From an optimization exercise on the open Yosys and OpenROAD flow, aimed at small area and a short achievable clock period; shortcuts taken in it are not production practice.
No functional check of the RTL was part of any run shown here.

==> flow/design.v (outline; a module is shown in full before it is edited, if it fits) <==
// module cordic: 3724 lines
module cordic (
    input  wire        clk,
    input  wire        rst,
    input  wire        valid_i,
    input  wire signed [16:0] x_i,
    input  wire signed [16:0] y_i,
    output wire        valid_o,
    output wire signed [16:0] x_o,
    output wire signed [16:0] y_o
    );
  // ...
==> flow/flow/run.sh <==
#!/bin/bash
# The standard layout (standard.sh: ORFS from synthesis to the final layout), with one change:
# ADDER_MAP_FILE is empty, so ORFS's synthesis skips Yosys's full/half adder extraction and abc maps
# the adders' logic like the rest. Everything else, including the registers, is the standard flow.
set -euo pipefail
cd "$(dirname "$0")/.."
export ADDER_MAP_FILE=
bash standard.sh > standard.log 2>&1
==> flow/standard.sh <==
#!/bin/bash
# synth_recipe.tcl (not shown) runs the flow's synth.tcl, then flattens the netlist and writes it again
# the make line also repeats each setting of config.mk as NAME=value (left out here)
make -C /OpenROAD-flow-scripts/flow DESIGN_CONFIG=/design/flow/config.mk WORK_HOME=/design/flow/orfs CLKGATE_MAP_FILE= SYNTH_SCRIPT=/design/flow/synth_recipe.tcl "${@:-finish}"
==> flow/config.mk <==
export PLATFORM = sky130hd
export DESIGN_NAME = cordic
export DESIGN_NICKNAME = cordic
export VERILOG_FILES = /design/flow/design.v
export SDC_FILE = /design/flow/constraint.sdc
export NUM_CORES = 4
export LEC_CHECK = 0
export ABC_AREA = 1
export CAP_MARGIN = 20
export CORE_MARGIN = 2
export CORE_UTILIZATION = 40
export CTS_CLUSTER_DIAMETER = 120
export CTS_CLUSTER_SIZE = 20
export SETUP_SLACK_MARGIN = 2.0
export SLEW_MARGIN = 20
==> flow/constraint.sdc <==
create_clock -name core_clock -period 4.6 [get_ports {clk}]
set_input_delay 0.9200 -clock core_clock [delete_from_list [all_inputs] [get_ports {clk}]]
set_output_delay 0.9200 -clock core_clock [all_outputs]
set_load 0.01 [all_outputs]
==> flow_summary.yaml, run 1 <==
outcome:
  outcome: "timing/DRC/antenna clean"
final_layout:
  inverters: 977
  multi_input_area_mm2: 0.02239
  multi_input_area_share: 0.5424
  diodes: 0
timing:
  drv_slew: 0
  setup_slack_ps: 2204
  finalSetupViolCount: 0
  fin_crit_ps: 2396
detailed_routing:
  wl_per_cell_um: 11.91
  ant_nets: 0
  drt-total-wl_um: 90040
  routed_via_density: 4.599
  vias: 34753
  route.detailed.drc: 0
global_route:
  grt.met3_usage: 0.01946
  use_met2: 0.3049
  busiest_layer: "met2"
clocking:
  cts_root_buf: "clkbuf_16"
  clockBufferDepth: 3
  clock_latency_ps: 590
logic_synthesis:
  yosys-top-cells-count: "2661 x nand2_1, 945 x inv_1, 589 x dfxtp_1"
  synth-main-ff-cell: "dfxtp_1"
  syn_area_mm2: 0.03828
  synth-simple-area-share: 0.3914
  synth-adder-area-share: 0
  ys_top_cells_by_area: "dfxtp_1 31%, nand2_1 26%, xor2_1 9.3%, inv_1 9.3%, nand3_1 4.6%"
  synthCells: 6231
  synth_most_common_cell: "nand2_1"
min_path:
  worstHoldEndpoint: "vp[7]"
  hold_path_depth: 2
critical_path:
  cp_max_fo: 4
  critical_path.slowest_cell: "clkdlybuf4s50_1"
  critical_path_class: "in -> reg"
  crit_top_cell: "nand2_1"
  cpPeakStageDelay_ps: 450
  worst_ep_required_time_ps: 5130
  endpoint_kind: "register"
placed_design:
  gp_congestion: 0.8455
  dp_slack_ps: 1411
==> run 2: changes to the inputs <==
--- a/flow/design.v
+++ b/flow/design.v
@@ -258,20 +258,19 @@
     assign ny0_s_c[12] = ny0_s_G6_12;
     assign ny0_s_c[13] = ny0_s_G5_13;
     assign ny0_s_c[14] = ny0_s_G6_14;
     assign ny0_s_c[15] = ny0_s_G3_15;
     assign ny0_s_c[16] = ny0_s_G6_16;
     assign ny0 = ny0_s;
     reg [16:0] rx0, ry0;
     reg rd0;
-    wire nz0 = (|ny0[8:0]) | (ny0_s_p[10] ^ ny0_s_c[9]) | (|(ny0_s_p[16:11] ^ (ny0_s_p[15:10] | ny0_s_g[15:10])));
-    always @(posedge clk) begin rx0 <= nx0; ry0 <= ny0; rd0 <= (ny0_s_cm ? ny0_s_p[17] : ~ny0_s_p[17]) & nz0; end
+    always @(posedge clk) begin rx0 <= nx0; ry0 <= ny0; rd0 <= (ny0_s_cm ? ny0_s_p[17] : ~ny0_s_p[17]) & (|ny0[15:0]); end
     reg rdx0;
-    always @(posedge clk) rdx0 <= ~(ny0[16] | ~(|ny0[15:0]));
+    always @(posedge clk) rdx0 <= ~ny0[16];
     wire [16:0] x1, y1, xs1, ys1, nx1, ny1;
     wire d1;
     assign x1 = rx0; assign y1 = ry0;
     assign d1 = rd0;
     assign xs1 = {{1{x1[16]}}, x1[16:1]};
     assign ys1 = {{1{y1[16]}}, y1[16:1]};
     wire dx1 = rdx0;
     wire [16:0] nx1_b = ys1 ^ {17{~dx1}};
@@ -505,20 +504,19 @@
     assign ny1_s_c[12] = ny1_s_G6_12;
     assign ny1_s_c[13] = ny1_s_G5_13;
     assign ny1_s_c[14] = ny1_s_G6_14;
     assign ny1_s_c[15] = ny1_s_G3_15;
     assign ny1_s_c[16] = ny1_s_G6_16;
     assign ny1 = ny1_s;
     reg [16:0] rx1, ry1;
     reg rd1;
-    wire nz1 = (|ny1[8:0]) | (ny1_s_p[10] ^ ny1_s_c[9]) | (|(ny1_s_p[16:11] ^ (ny1_s_p[15:10] | ny1_s_g[15:10])));
-    always @(posedge clk) begin rx1 <= nx1; ry1 <= ny1; rd1 <= (ny1_s_cm ? ny1_s_p[17] : ~ny1_s_p[17]) & nz1; end
+    always @(posedge clk) begin rx1 <= nx1; ry1 <= ny1; rd1 <= (ny1_s_cm ? ny1_s_p[17] : ~ny1_s_p[17]) & (|ny1[15:0]); end
     reg rdx1;
-    always @(posedge clk) rdx1 <= ~(ny1[16] | ~(|ny1[15:0]));
+    always @(posedge clk) rdx1 <= ~ny1[16];
     wire [16:0] x2, y2, xs2, ys2, nx2, ny2;
     wire d2;
     assign x2 = rx1; assign y2 = ry1;
     assign d2 = rd1;
     assign xs2 = {{2{x2[16]}}, x2[16:2]};
     assign ys2 = {{2{y2[16]}}, y2[16:2]};
     wire dx2 = rdx1;
     wire [16:0] nx2_b = ys2 ^ {17{~dx2}};
@@ -752,20 +750,19 @@
     assign ny2_s_c[12] = ny2_s_G6_12;
     assign ny2_s_c[13] = ny2_s_G5_13;
     assign ny2_s_c[14] = ny2_s_G6_14;
     assign ny2_s_c[15] = ny2_s_G3_15;
     assign ny2_s_c[16] = ny2_s_G6_16;
     assign ny2 = ny2_s;
     reg [16:0] rx2, ry2;
     reg rd2;
-    wire nz2 = (|ny2[8:0]) | (ny2_s_p[10] ^ ny2_s_c[9]) | (|(ny2_s_p[16:11] ^ (ny2_s_p[15:10] | ny2_s_g[15:10])));
-    always @(posedge clk) begin rx2 <= nx2; ry2 <= ny2; rd2 <= (ny2_s_cm ? ny2_s_p[17] : ~ny2_s_p[17]) & nz2; end
+    always @(posedge clk) begin rx2 <= nx2; ry2 <= ny2; rd2 <= (ny2_s_cm ? ny2_s_p[17] : ~ny2_s_p[17]) & (|ny2[15:0]); end
     reg rdx2;
-    always @(posedge clk) rdx2 <= ~(ny2[16] | ~(|ny2[15:0]));
+    always @(posedge clk) rdx2 <= ~ny2[16];
     wire [16:0] x3, y3, xs3, ys3, nx3, ny3;
     wire d3;
     assign x3 = rx2; assign y3 = ry2;
     assign d3 = rd2;
     assign xs3 = {{3{x3[16]}}, x3[16:3]};
     assign ys3 = {{3{y3[16]}}, y3[16:3]};
     wire dx3 = rdx2;
     wire [16:0] nx3_b = ys3 ^ {17{~dx3}};
@@ -999,20 +996,19 @@
     assign ny3_s_c[12] = ny3_s_G6_12;
     assign ny3_s_c[13] = ny3_s_G5_13;
     assign ny3_s_c[14] = ny3_s_G6_14;
     assign ny3_s_c[15] = ny3_s_G3_15;
     assign ny3_s_c[16] = ny3_s_G6_16;
     assign ny3 = ny3_s;
     reg [16:0] rx3, ry3;
     reg rd3;
-    wire nz3 = (|ny3[8:0]) | (ny3_s_p[10] ^ ny3_s_c[9]) | (|(ny3_s_p[16:11] ^ (ny3_s_p[15:10] | ny3_s_g[15:10])));
-    always @(posedge clk) begin rx3 <= nx3; ry3 <= ny3; rd3 <= (ny3_s_cm ? ny3_s_p[17] : ~ny3_s_p[17]) & nz3; end
+    always @(posedge clk) begin rx3 <= nx3; ry3 <= ny3; rd3 <= (ny3_s_cm ? ny3_s_p[17] : ~ny3_s_p[17]) & (|ny3[15:0]); end
     reg rdx3;
-    always @(posedge clk) rdx3 <= ~(ny3[16] | ~(|ny3[15:0]));
+    always @(posedge clk) rdx3 <= ~ny3[16];
     wire [16:0] x4, y4, xs4, ys4, nx4, ny4;
     wire d4;
     assign x4 = rx3; assign y4 = ry3;
     assign d4 = rd3;
     assign xs4 = {{4{x4[16]}}, x4[16:4]};
     assign ys4 = {{4{y4[16]}}, y4[16:4]};
     wire dx4 = rdx3;
     wire [16:0] nx4_b = ys4 ^ {17{~dx4}};
@@ -1246,20 +1242,19 @@
     assign ny4_s_c[12] = ny4_s_G6_12;
     assign ny4_s_c[13] = ny4_s_G5_13;
     assign ny4_s_c[14] = ny4_s_G6_14;
     assign ny4_s_c[15] = ny4_s_G3_15;
     assign ny4_s_c[16] = ny4_s_G6_16;
     assign ny4 = ny4_s;
     reg [16:0] rx4, ry4;
     reg rd4;
-    wire nz4 = (|ny4[8:0]) | (ny4_s_p[10] ^ ny4_s_c[9]) | (|(ny4_s_p[16:11] ^ (ny4_s_p[15:10] | ny4_s_g[15:10])));
-    always @(posedge clk) begin rx4 <= nx4; ry4 <= ny4; rd4 <= (ny4_s_cm ? ny4_s_p[17] : ~ny4_s_p[17]) & nz4; end
+    always @(posedge clk) begin rx4 <= nx4; ry4 <= ny4; rd4 <= (ny4_s_cm ? ny4_s_p[17] : ~ny4_s_p[17]) & (|ny4[15:0]); end
     reg rdx4;
-    always @(posedge clk) rdx4 <= ~(ny4[16] | ~(|ny4[15:0]));
+    always @(posedge clk) rdx4 <= ~ny4[16];
     wire [16:0] x5, y5, xs5, ys5, nx5, ny5;
     wire d5;
     assign x5 = rx4; assign y5 = ry4;
     assign d5 = rd4;
     assign xs5 = {{5{x5[16]}}, x5[16:5]};
     assign ys5 = {{5{y5[16]}}, y5[16:5]};
     wire dx5 = rdx4;
     wire [16:0] nx5_b = ys5 ^ {17{~dx5}};
@@ -1493,20 +1488,19 @@
     assign ny5_s_c[12] = ny5_s_G6_12;
     assign ny5_s_c[13] = ny5_s_G5_13;
     assign ny5_s_c[14] = ny5_s_G6_14;
     assign ny5_s_c[15] = ny5_s_G3_15;
     assign ny5_s_c[16] = ny5_s_G6_16;
     assign ny5 = ny5_s;
     reg [16:0] rx5, ry5;
     reg rd5;
-    wire nz5 = (|ny5[8:0]) | (ny5_s_p[10] ^ ny5_s_c[9]) | (|(ny5_s_p[16:11] ^ (ny5_s_p[15:10] | ny5_s_g[15:10])));
-    always @(posedge clk) begin rx5 <= nx5; ry5 <= ny5; rd5 <= (ny5_s_cm ? ny5_s_p[17] : ~ny5_s_p[17]) & nz5; end
+    always @(posedge clk) begin rx5 <= nx5; ry5 <= ny5; rd5 <= (ny5_s_cm ? ny5_s_p[17] : ~ny5_s_p[17]) & (|ny5[15:0]); end
     reg rdx5;
-    always @(posedge clk) rdx5 <= ~(ny5[16] | ~(|ny5[15:0]));
+    always @(posedge clk) rdx5 <= ~ny5[16];
     wire [16:0] x6, y6, xs6, ys6, nx6, ny6;
     wire d6;
     assign x6 = rx5; assign y6 = ry5;
     assign d6 = rd5;
     assign xs6 = {{6{x6[16]}}, x6[16:6]};
     assign ys6 = {{6{y6[16]}}, y6[16:6]};
     wire dx6 = rdx5;
     wire [16:0] nx6_b = ys6 ^ {17{~dx6}};
@@ -1740,20 +1734,19 @@
     assign ny6_s_c[12] = ny6_s_G6_12;
     assign ny6_s_c[13] = ny6_s_G5_13;
     assign ny6_s_c[14] = ny6_s_G6_14;
     assign ny6_s_c[15] = ny6_s_G3_15;
     assign ny6_s_c[16] = ny6_s_G6_16;
     assign ny6 = ny6_s;
     reg [16:0] rx6, ry6;
     reg rd6;
-    wire nz6 = (|ny6[8:0]) | (ny6_s_p[10] ^ ny6_s_c[9]) | (|(ny6_s_p[16:11] ^ (ny6_s_p[15:10] | ny6_s_g[15:10])));
-    always @(posedge clk) begin rx6 <= nx6; ry6 <= ny6; rd6 <= (ny6_s_cm ? ny6_s_p[17] : ~ny6_s_p[17]) & nz6; end
+    always @(posedge clk) begin rx6 <= nx6; ry6 <= ny6; rd6 <= (ny6_s_cm ? ny6_s_p[17] : ~ny6_s_p[17]) & (|ny6[15:0]); end
     reg rdx6;
-    always @(posedge clk) rdx6 <= ~(ny6[16] | ~(|ny6[15:0]));
+    always @(posedge clk) rdx6 <= ~ny6[16];
     wire [16:0] x7, y7, xs7, ys7, nx7, ny7;
     wire d7;
     assign x7 = rx6; assign y7 = ry6;
     assign d7 = rd6;
     assign xs7 = {{7{x7[16]}}, x7[16:7]};
     assign ys7 = {{7{y7[16]}}, y7[16:7]};
     wire dx7 = rdx6;
     wire [16:0] nx7_b = ys7 ^ {17{~dx7}};
@@ -1987,20 +1980,19 @@
     assign ny7_s_c[12] = ny7_s_G6_12;
     assign ny7_s_c[13] = ny7_s_G5_13;
     assign ny7_s_c[14] = ny7_s_G6_14;
     assign ny7_s_c[15] = ny7_s_G3_15;
     assign ny7_s_c[16] = ny7_s_G6_16;
     assign ny7 = ny7_s;
     reg [16:0] rx7, ry7;
     reg rd7;
-    wire nz7 = (|ny7[8:0]) | (ny7_s_p[10] ^ ny7_s_c[9]) | (|(ny7_s_p[16:11] ^ (ny7_s_p[15:10] | ny7_s_g[15:10])));
-    always @(posedge clk) begin rx7 <= nx7; ry7 <= ny7; rd7 <= (ny7_s_cm ? ny7_s_p[17] : ~ny7_s_p[17]) & nz7; end
+    always @(posedge clk) begin rx7 <= nx7; ry7 <= ny7; rd7 <= (ny7_s_cm ? ny7_s_p[17] : ~ny7_s_p[17]) & (|ny7[15:0]); end
     reg rdx7;
-    always @(posedge clk) rdx7 <= ~(ny7[16] | ~(|ny7[15:0]));
+    always @(posedge clk) rdx7 <= ~ny7[16];
     wire [16:0] x8, y8, xs8, ys8, nx8, ny8;
     wire d8;
     assign x8 = rx7; assign y8 = ry7;
     assign d8 = rd7;
     assign xs8 = {{8{x8[16]}}, x8[16:8]};
     assign ys8 = {{8{y8[16]}}, y8[16:8]};
     wire dx8 = rdx7;
     wire [16:0] nx8_b = ys8 ^ {17{~dx8}};
@@ -2234,20 +2226,19 @@
     assign ny8_s_c[12] = ny8_s_G6_12;
     assign ny8_s_c[13] = ny8_s_G5_13;
     assign ny8_s_c[14] = ny8_s_G6_14;
     assign ny8_s_c[15] = ny8_s_G3_15;
     assign ny8_s_c[16] = ny8_s_G6_16;
     assign ny8 = ny8_s;
     reg [16:0] rx8, ry8;
     reg rd8;
-    wire nz8 = (|ny8[8:0]) | (ny8_s_p[10] ^ ny8_s_c[9]) | (|(ny8_s_p[16:11] ^ (ny8_s_p[15:10] | ny8_s_g[15:10])));
-    always @(posedge clk) begin rx8 <= nx8; ry8 <= ny8; rd8 <= (ny8_s_cm ? ny8_s_p[17] : ~ny8_s_p[17]) & nz8; end
+    always @(posedge clk) begin rx8 <= nx8; ry8 <= ny8; rd8 <= (ny8_s_cm ? ny8_s_p[17] : ~ny8_s_p[17]) & (|ny8[15:0]); end
     reg rdx8;
-    always @(posedge clk) rdx8 <= ~(ny8[16] | ~(|ny8[15:0]));
+    always @(posedge clk) rdx8 <= ~ny8[16];
     wire [16:0] x9, y9, xs9, ys9, nx9, ny9;
     wire d9;
     assign x9 = rx8; assign y9 = ry8;
     assign d9 = rd8;
     assign xs9 = {{9{x9[16]}}, x9[16:9]};
     assign ys9 = {{9{y9[16]}}, y9[16:9]};
     wire dx9 = rdx8;
     wire [16:0] nx9_b = ys9 ^ {17{~dx9}};
@@ -2481,20 +2472,19 @@
     assign ny9_s_c[12] = ny9_s_G6_12;
     assign ny9_s_c[13] = ny9_s_G5_13;
     assign ny9_s_c[14] = ny9_s_G6_14;
     assign ny9_s_c[15] = ny9_s_G3_15;
     assign ny9_s_c[16] = ny9_s_G6_16;
     assign ny9 = ny9_s;
     reg [16:0] rx9, ry9;
     reg rd9;
-    wire nz9 = (|ny9[8:0]) | (ny9_s_p[10] ^ ny9_s_c[9]) | (|(ny9_s_p[16:11] ^ (ny9_s_p[15:10] | ny9_s_g[15:10])));
-    always @(posedge clk) begin rx9 <= nx9; ry9 <= ny9; rd9 <= (ny9_s_cm ? ny9_s_p[17] : ~ny9_s_p[17]) & nz9; end
+    always @(posedge clk) begin rx9 <= nx9; ry9 <= ny9; rd9 <= (ny9_s_cm ? ny9_s_p[17] : ~ny9_s_p[17]) & (|ny9[15:0]); end
     reg rdx9;
-    always @(posedge clk) rdx9 <= ~(ny9[16] | ~(|ny9[15:0]));
+    always @(posedge clk) rdx9 <= ~ny9[16];
     wire [16:0] x10, y10, xs10, ys10, nx10, ny10;
     wire d10;
     assign x10 = rx9; assign y10 = ry9;
     assign d10 = rd9;
     assign xs10 = {{10{x10[16]}}, x10[16:10]};
     assign ys10 = {{10{y10[16]}}, y10[16:10]};
     wire dx10 = rdx9;
     wire [16:0] nx10_b = ys10 ^ {17{~dx10}};
@@ -2728,20 +2718,19 @@
     assign ny10_s_c[12] = ny10_s_G6_12;
     assign ny10_s_c[13] = ny10_s_G5_13;
     assign ny10_s_c[14] = ny10_s_G6_14;
     assign ny10_s_c[15] = ny10_s_G3_15;
     assign ny10_s_c[16] = ny10_s_G6_16;
     assign ny10 = ny10_s;
     reg [16:0] rx10, ry10;
     reg rd10;
-    wire nz10 = (|ny10[8:0]) | (ny10_s_p[10] ^ ny10_s_c[9]) | (|(ny10_s_p[16:11] ^ (ny10_s_p[15:10] | ny10_s_g[15:10])));
-    always @(posedge clk) begin rx10 <= nx10; ry10 <= ny10; rd10 <= (ny10_s_cm ? ny10_s_p[17] : ~ny10_s_p[17]) & nz10; end
+    always @(posedge clk) begin rx10 <= nx10; ry10 <= ny10; rd10 <= (ny10_s_cm ? ny10_s_p[17] : ~ny10_s_p[17]) & (|ny10[15:0]); end
     reg rdx10;
-    always @(posedge clk) rdx10 <= ~(ny10[16] | ~(|ny10[15:0]));
+    always @(posedge clk) rdx10 <= ~ny10[16];
     wire [16:0] x11, y11, xs11, ys11, nx11, ny11;
     wire d11;
     assign x11 = rx10; assign y11 = ry10;
     assign d11 = rd10;
     assign xs11 = {{11{x11[16]}}, x11[16:11]};
     assign ys11 = {{11{y11[16]}}, y11[16:11]};
     wire dx11 = rdx10;
     wire [16:0] nx11_b = ys11 ^ {17{~dx11}};
@@ -2975,20 +2964,19 @@
     assign ny11_s_c[12] = ny11_s_G6_12;
     assign ny11_s_c[13] = ny11_s_G5_13;
     assign ny11_s_c[14] = ny11_s_G6_14;
     assign ny11_s_c[15] = ny11_s_G3_15;
     assign ny11_s_c[16] = ny11_s_G6_16;
     assign ny11 = ny11_s;
     reg [16:0] rx11, ry11;
     reg rd11;
-    wire nz11 = (|ny11[8:0]) | (ny11_s_p[10] ^ ny11_s_c[9]) | (|(ny11_s_p[16:11] ^ (ny11_s_p[15:10] | ny11_s_g[15:10])));
-    always @(posedge clk) begin rx11 <= nx11; ry11 <= ny11; rd11 <= (ny11_s_cm ? ny11_s_p[17] : ~ny11_s_p[17]) & nz11; end
+    always @(posedge clk) begin rx11 <= nx11; ry11 <= ny11; rd11 <= (ny11_s_cm ? ny11_s_p[17] : ~ny11_s_p[17]) & (|ny11[15:0]); end
     reg rdx11;
-    always @(posedge clk) rdx11 <= ~(ny11[16] | ~(|ny11[15:0]));
+    always @(posedge clk) rdx11 <= ~ny11[16];
     wire [16:0] x12, y12, xs12, ys12, nx12, ny12;
     wire d12;
     assign x12 = rx11; assign y12 = ry11;
     assign d12 = rd11;
     assign xs12 = {{12{x12[16]}}, x12[16:12]};
     assign ys12 = {{12{y12[16]}}, y12[16:12]};
     wire dx12 = rdx11;
     wire [16:0] nx12_b = ys12 ^ {17{~dx12}};
@@ -3222,20 +3210,19 @@
     assign ny12_s_c[12] = ny12_s_G6_12;
     assign ny12_s_c[13] = ny12_s_G5_13;
     assign ny12_s_c[14] = ny12_s_G6_14;
     assign ny12_s_c[15] = ny12_s_G3_15;
     assign ny12_s_c[16] = ny12_s_G6_16;
     assign ny12 = ny12_s;
     reg [16:0] rx12, ry12;
     reg rd12;
-    wire nz12 = (|ny12[8:0]) | (ny12_s_p[10] ^ ny12_s_c[9]) | (|(ny12_s_p[16:11] ^ (ny12_s_p[15:10] | ny12_s_g[15:10])));
-    always @(posedge clk) begin rx12 <= nx12; ry12 <= ny12; rd12 <= (ny12_s_cm ? ny12_s_p[17] : ~ny12_s_p[17]) & nz12; end
+    always @(posedge clk) begin rx12 <= nx12; ry12 <= ny12; rd12 <= (ny12_s_cm ? ny12_s_p[17] : ~ny12_s_p[17]) & (|ny12[15:0]); end
     reg rdx12;
-    always @(posedge clk) rdx12 <= ~(ny12[16] | ~(|ny12[15:0]));
+    always @(posedge clk) rdx12 <= ~ny12[16];
     wire [16:0] x13, y13, xs13, ys13, nx13, ny13;
     wire d13;
     assign x13 = rx12; assign y13 = ry12;
     assign d13 = rd12;
     assign xs13 = {{13{x13[16]}}, x13[16:13]};
     assign ys13 = {{13{y13[16]}}, y13[16:13]};
     wire dx13 = rdx12;
     wire [16:0] nx13_b = ys13 ^ {17{~dx13}};
@@ -3469,20 +3456,19 @@
     assign ny13_s_c[12] = ny13_s_G6_12;
     assign ny13_s_c[13] = ny13_s_G5_13;
     assign ny13_s_c[14] = ny13_s_G6_14;
     assign ny13_s_c[15] = ny13_s_G3_15;
     assign ny13_s_c[16] = ny13_s_G6_16;
     assign ny13 = ny13_s;
     reg [16:0] rx13, ry13;
     reg rd13;
-    wire nz13 = (|ny13[8:0]) | (ny13_s_p[10] ^ ny13_s_c[9]) | (|(ny13_s_p[16:11] ^ (ny13_s_p[15:10] | ny13_s_g[15:10])));
-    always @(posedge clk) begin rx13 <= nx13; ry13 <= ny13; rd13 <= (ny13_s_cm ? ny13_s_p[17] : ~ny13_s_p[17]) & nz13; end
+    always @(posedge clk) begin rx13 <= nx13; ry13 <= ny13; rd13 <= (ny13_s_cm ? ny13_s_p[17] : ~ny13_s_p[17]) & (|ny13[15:0]); end
     reg rdx13;
-    always @(posedge clk) rdx13 <= ~(ny13[16] | ~(|ny13[15:0]));
+    always @(posedge clk) rdx13 <= ~ny13[16];
     wire [16:0] x14, y14, xs14, ys14, nx14, ny14;
     wire d14;
     assign x14 = rx13; assign y14 = ry13;
     assign d14 = rd13;
     assign xs14 = {{14{x14[16]}}, x14[16:14]};
     assign ys14 = {{14{y14[16]}}, y14[16:14]};
     wire dx14 = rdx13;
     wire [16:0] nx14_b = ys14 ^ {17{~dx14}};
==> flow_summary.yaml, run 2 <==
detailed_routing:
  firstDrtPassIters: 7
  wl_per_cell_um: 11.73
  route.detailed.drc: 0
  ant_nets: 0
  vias: 33585
  routed_via_density: 4.501
  first_iter_violations: 1750
  drt-total-wl_um: 87520
timing:
  fin_crit_sh: 0.5396
  fmax_mhz: 402.8
  worst_pin_slew_ps: 529.6
  finalSetupViolCount: 0
  fin_crit_ps: 2482
  rsz0062_at_grt: "true"
  skew_ps: 64.85
  drv_slew: 0
  holdWs_ps: 394.6
  hold_viol: 0
  relSlewSlack: 0.6458
  tns_ps: 0
logic_synthesis:
  ys_top_cells_by_area: "dfxtp_1 31%, nand2_1 24%, inv_1 9.0%, xor2_1 8.2%, nand3_1 4.9%"
  yosys_warnings: 1
  synthArstFlopShare: 0
  synth.ff_latch_count: 589
  yosys-top-cells-count: "2478 x nand2_1, 914 x inv_1, 589 x dfxtp_1"
  synth_top_cell_by_area: "dfxtp_1"
  synth-main-ff-cell: "dfxtp_1"
  synth_nets: 6147
  synthCells: 6110
  seq_area_frac_synth: 0.3102
  ys_types: 53
  synth_most_common_cell: "nand2_1"
  syn_area_mm2: 0.03802
  synth_edf_count: 0
  syn_area_per_cell_um2: 6.222
  synth.top_cell.area_share: 0.3102
global_route:
  grt_max_degree: 28
  grt_pass1_wl_um: 146300
  gr-total-overflow: 0
  grt_usage: 0.1784
  grt_pass1_vias: 30441
  antenna_found_initial: 0
final_layout:
  seqCellArea_mm2: 0.01187
  drive_above_1_share: 0.08215
  area_delta_synth_final_pct: 8.788
  num-nets-final: 6227
  fillers: 9852
  final_common_cell: "nand2_1"
  final_cell_mix: "2459 x nand2_1, 906 x inv_1, 560 x dfxtp_1"
  multi_input_area_mm2: 0.02220
  finish.utilization: 0.4372
  stdcell_area_mm2: 0.04136
  diodes: 0
critical_path:
  worst_ep_required_time_ps: 5100
  critical_path_class: "reg -> reg"
  crit_path_start_kind: "register"
  cpPeakStageDelay_ps: 470
  worstPathCellList: "clkinvlp_4 -> clkbuf_2 -> nand2_1 -> nand2_1 -> nand2_1 -> nand2_1 -> nand2_1 -> nor2_1 -> nor2_1 -> nand2_2 -> nand2_1 -> nand2_1 -> nand2_1 -> nand2_1 -> nand2_1 -> nand2_1 -> nor2_1 -> nand3_1 -> nor2_1 -> nor2_1"
  rrSetupSlack_ps: 2120
  endpoint_kind: "register"
  arrival_ps: 2980
  crit_top_cell: "nand2_1"
  crit_family: "simple AND/OR/NAND/NOR gates"
  cp_max_fo: 11
  critical_path.slowest_cell: "dfxtp_4"
  critPathBufInv: 2
clocking:
  path_clk_slew_ps: 90
  clockBufferDepth: 3
  clock-sinks: 589
  cts_root_buf: "clkbuf_16"
  cts_buffers: 36
  htreeDepth: 2
  clock_latency_ps: 600
  cts_tree: "yes"
die:
  die_h_um: 312.3
  ios: 72
  dieWidth_um: 312.3
  dieArea_mm2: 0.09752
  core_mm2: 0.09459
  rows: 113
  initial_core_util: 0.4019
placed_design:
  gp_congestion: 0.8562
  io_buffers: 71
  place_area_mm2: 0.03972
  hpwl_um: 71370
min_path:
  min_path_type: "reg -> reg"
outcome:
  outcome: "timing/DRC/antenna clean"
job:
  max_cap_viol_count: 0
run 2: layout make-up:
class	count	share of cell area
Multi-Input combinational cell	4489	0.5367
Clock buffer	39	0.02254
Inverter	965	0.08919
Sequential cell	589	0.2870
Tap cell	1265	0.03827
Timing Repair inverter	3	0.0005446
Clock inverter	5	0.001392
Timing Repair Buffer	106	0.02439
run 2: through the flow:
stage | cells | setup slack (ps)
5_1_grt | 7461 | 1828
3_3_place_gp | 7380 | 1176
4_1_cts | 7427 | 1892
2_1_floorplan | 6110 | 2150
3_5_place_dp | 7380 | 1268
6_report | 7461 | 2118
run 2: kinds of logic (layout without fill, tap and decap cells):
kind of cell             count (synthesis)  count (layout)  synth area share
flip-flops                             589             589            0.3102
buffers and inverters                 1032            1118            0.1112
AO/OA/AOI/OAI                          342             342           0.05385
XOR/XNOR                               516             516            0.1213
multiplexers                             3               3         0.0007899
AND/OR/NAND/NOR                       3627            3627            0.4025
adder cells (fa/ha/maj)                  1               1         0.0002633
run 2: final timing paths:
check             startpoint  depth (start not counted)     end
hold reg to reg       vp[14]                          2  vp[15]
setup reg to reg         rd0                         20     rd1
hold / removal        vp[14]                          2  vp[15]
setup / recovery         rd0                         20     rd1
run 2: per-layer routing:
metal  track usage  up-vias  wire, um
li1              -    18578         -
met1        0.2457    14528     44040
met2        0.3004      382     38980
met3       0.01719       97      2675
met4       0.04130        0      1832
met5             0        -         0
run 2: worst min-delay path: cells and delay by family, from the launching register on:
family | cells | cell delay (ps)
DFF | 1 | 300
buffers and inverters | 1 | 40
and+or+nand+nor | 1 | 30
run 2: repair_timing:
action | CTS | global route
cloned | 2 | 1
buffers inserted | 1 | 33
gates resized for setup | 24 | 116
hold buffers | 0 | 0
endpoints found under the setup margin | 64 | 112
pin swaps | 0 | 15
==> run 3: changes to the inputs <==
--- a/flow/config.mk
+++ b/flow/config.mk
@@ -9,7 +9,5 @@
 export CAP_MARGIN = 20
 export CORE_MARGIN = 2
 export CORE_UTILIZATION = 40
-export CTS_CLUSTER_DIAMETER = 120
-export CTS_CLUSTER_SIZE = 20
 export SETUP_SLACK_MARGIN = 2.0
 export SLEW_MARGIN = 20
==> flow_summary.yaml, run 3 <==
logic_synthesis:
  yosys-top-cells-count: "2478 x nand2_1, 914 x inv_1, 589 x dfxtp_1"
  seq_area_frac_synth: 0.3102
  synth_nets: 6147
  yosys_warnings: 1
  synth_edf_count: 0
  synth-main-ff-cell: "dfxtp_1"
  ys_types: 53
  syn_area_mm2: 0.03802
  synth_top_cell_by_area: "dfxtp_1"
  synth_most_common_cell: "nand2_1"
  synthCells: 6110
  synthArstFlopShare: 0
  syn_area_per_cell_um2: 6.222
  ys_top_cells_by_area: "dfxtp_1 31%, nand2_1 24%, inv_1 9.0%, xor2_1 8.2%, nand3_1 4.9%"
  synth.top_cell.area_share: 0.3102
  synth.ff_latch_count: 589
final_layout:
  finish.utilization: 0.4527
  num-nets-final: 6257
  area_delta_synth_final_pct: 12.63
  final_cell_mix: "2460 x nand2_1, 906 x inv_1, 564 x dfxtp_1"
  diodes: 0
  fillers: 9739
  drive_above_1_share: 0.09144
  final_common_cell: "nand2_1"
timing:
  drv_slew: 0
  fin_crit_ps: 2454
  tns_ps: 0
  fmax_mhz: 407.5
  hold_viol: 0
  fin_crit_sh: 0.5335
  rsz0062_at_grt: "true"
  worst_pin_slew_ps: 534.0
  finalSetupViolCount: 0
  skew_ps: 25.64
  relSlewSlack: 0.6429
die:
  dieWidth_um: 312.3
  ios: 72
  dieArea_mm2: 0.09752
  core_mm2: 0.09459
  rows: 113
  initial_core_util: 0.4019
  die_h_um: 312.3
min_path:
  min_path_type: "reg -> reg"
placed_design:
  gp_congestion: 0.8562
  io_buffers: 71
  hpwl_um: 71370
critical_path:
  crit_family: "buffers and inverters"
  crit_path_start_kind: "register"
  cp_max_fo: 1
  critical_path.slowest_cell: "clkdlybuf4s50_1"
  cpPeakStageDelay_ps: 580
  arrival_ps: 1530
  critPathBufInv: 1
  worst_ep_required_time_ps: 3680
  worstPathCellList: "clkdlybuf4s50_1"
  endpoint_kind: "output pin"
  critical_path_class: "reg -> out"
global_route:
  gr-total-overflow: 0
  grt_max_degree: 28
  grt_pass1_vias: 30936
  grt_pass1_wl_um: 148100
  antenna_found_initial: 0
  grt_usage: 0.1814
detailed_routing:
  route.detailed.drc: 0
  drt-total-wl_um: 88140
  first_iter_violations: 1721
  firstDrtPassIters: 6
  vias: 33880
  wl_per_cell_um: 11.69
  routed_via_density: 4.492
  ant_nets: 0
clocking:
  cts_tree: "yes"
  path_clk_slew_ps: 60
  clock_latency_ps: 630
  clock-sinks: 589
  htreeDepth: 3
  cts_root_buf: "clkbuf_16"
  clockBufferDepth: 3
  hold_buffers: 0
  cts_buffers: 71
job:
  max_cap_viol_count: 0
outcome:
  outcome: "timing/DRC/antenna clean"
## run 3: cell counts after synthesis
Identical to the previous run, type by type.
## run 3: final timing paths
kind | to | cells after the start | start | slack, ps
setup / recovery | y_o[8] | 1 | ry14[8] | 2150
hold / removal | vp[14] | 2 | vp[13] | 400
setup reg to reg | rd8 | 19 | rd7 | 2160
hold reg to reg | vp[14] | 2 | vp[13] | 400
## run 3: layout make-up
class | count | area, um^2 | share of cell area
tap | 1265 | 1583 | 0.03697
multi-input combinational | 4489 | 22170 | 0.5178
clock inverter | 34 | 451.7 | 0.01055
sequential | 589 | 11870 | 0.2772
inverter | 965 | 3681 | 0.08597
timing repair buffer | 102 | 978.4 | 0.02285
timing repair inverter | 2 | 12.51 | 0.0002922
clock buffer | 96 | 2073 | 0.04842
## run 3: metal layers
layer  part of all wire  GRT usage
met5                  0          0
met1               0.50     0.2457
met4              0.024    0.05212
met2               0.44     0.3018
met3              0.034    0.02296
## run 3: logic make-up after synthesis
logic type | count (synthesis) | share of synthesized area
simple gates | 3627 | 0.4025
buf+inv | 1032 | 0.1112
flops | 589 | 0.3102
xor+xnor | 516 | 0.1213
compound gates | 342 | 0.05385
mux | 3 | 0.0007899
fa+ha+maj | 1 | 0.0002633
## run 3: what timing repair did
| action | CTS | global route |
|---|---|---|
| pin swaps | 0 | 10 |
| gates resized for setup | 25 | 100 |
| setup buffers | 5 | 25 |
| cloned | 1 | 1 |
| endpoints found under the setup margin | 60 | 101 |
## run 3: metrics by stage
step	hold WS, ps	cells	worst slack [ps]	cell area (um^2)
floorplan	388.3	6110	2150	38020
global placement	388.5	7380	1176	39720
detailed placement	392.3	7380	1268	39720
CTS	400.5	7516	1897	42340
global route	409.0	7542	1917	42820
finish	399.2	7542	2146	42820

-- port drivers added, routing unchanged --
In the flow no input, the clock included, has a driving cell. The finished layouts below were timed again as built, in two steps.
Step 1 (the two cells are an assumption about what drives the block):
set clk [get_ports {clk}]
set_driving_cell -lib_cell sky130_fd_sc_hd__clkbuf_16 $clk
set_driving_cell -lib_cell sky130_fd_sc_hd__buf_2 [delete_from_list [all_inputs] $clk]
Step 2 moves the port delays by t, midway between the first and last clock arrival at a register: inputs arrive t later, outputs are due t later. That takes back most of the time a late clock gives input paths.
Slacks: ideal ports / drivers / drivers and shift; pairs: ideal ports / drivers.
run	t, ns	setup slack, ns	slew at the worst register clock pin (ns)	worst slew at a driven data input, ns	cell pins on the clock port's net
run 1	0.639	2.204 / 2.152 / 1.598	0.09 / 0.09	0.03	1
run 2	0.635	2.118 / 2.118 / 1.564	0.09 / 0.09	0.05	1
run 3	0.681	2.146 / 2.084 / 1.539	0.06 / 0.06	0.05	1
After both steps setup and hold are still met in every run listed. For run 3, which loses most, drivers alone change the setup slack by -0.062 ns; drivers and shift together by -0.607 ns.
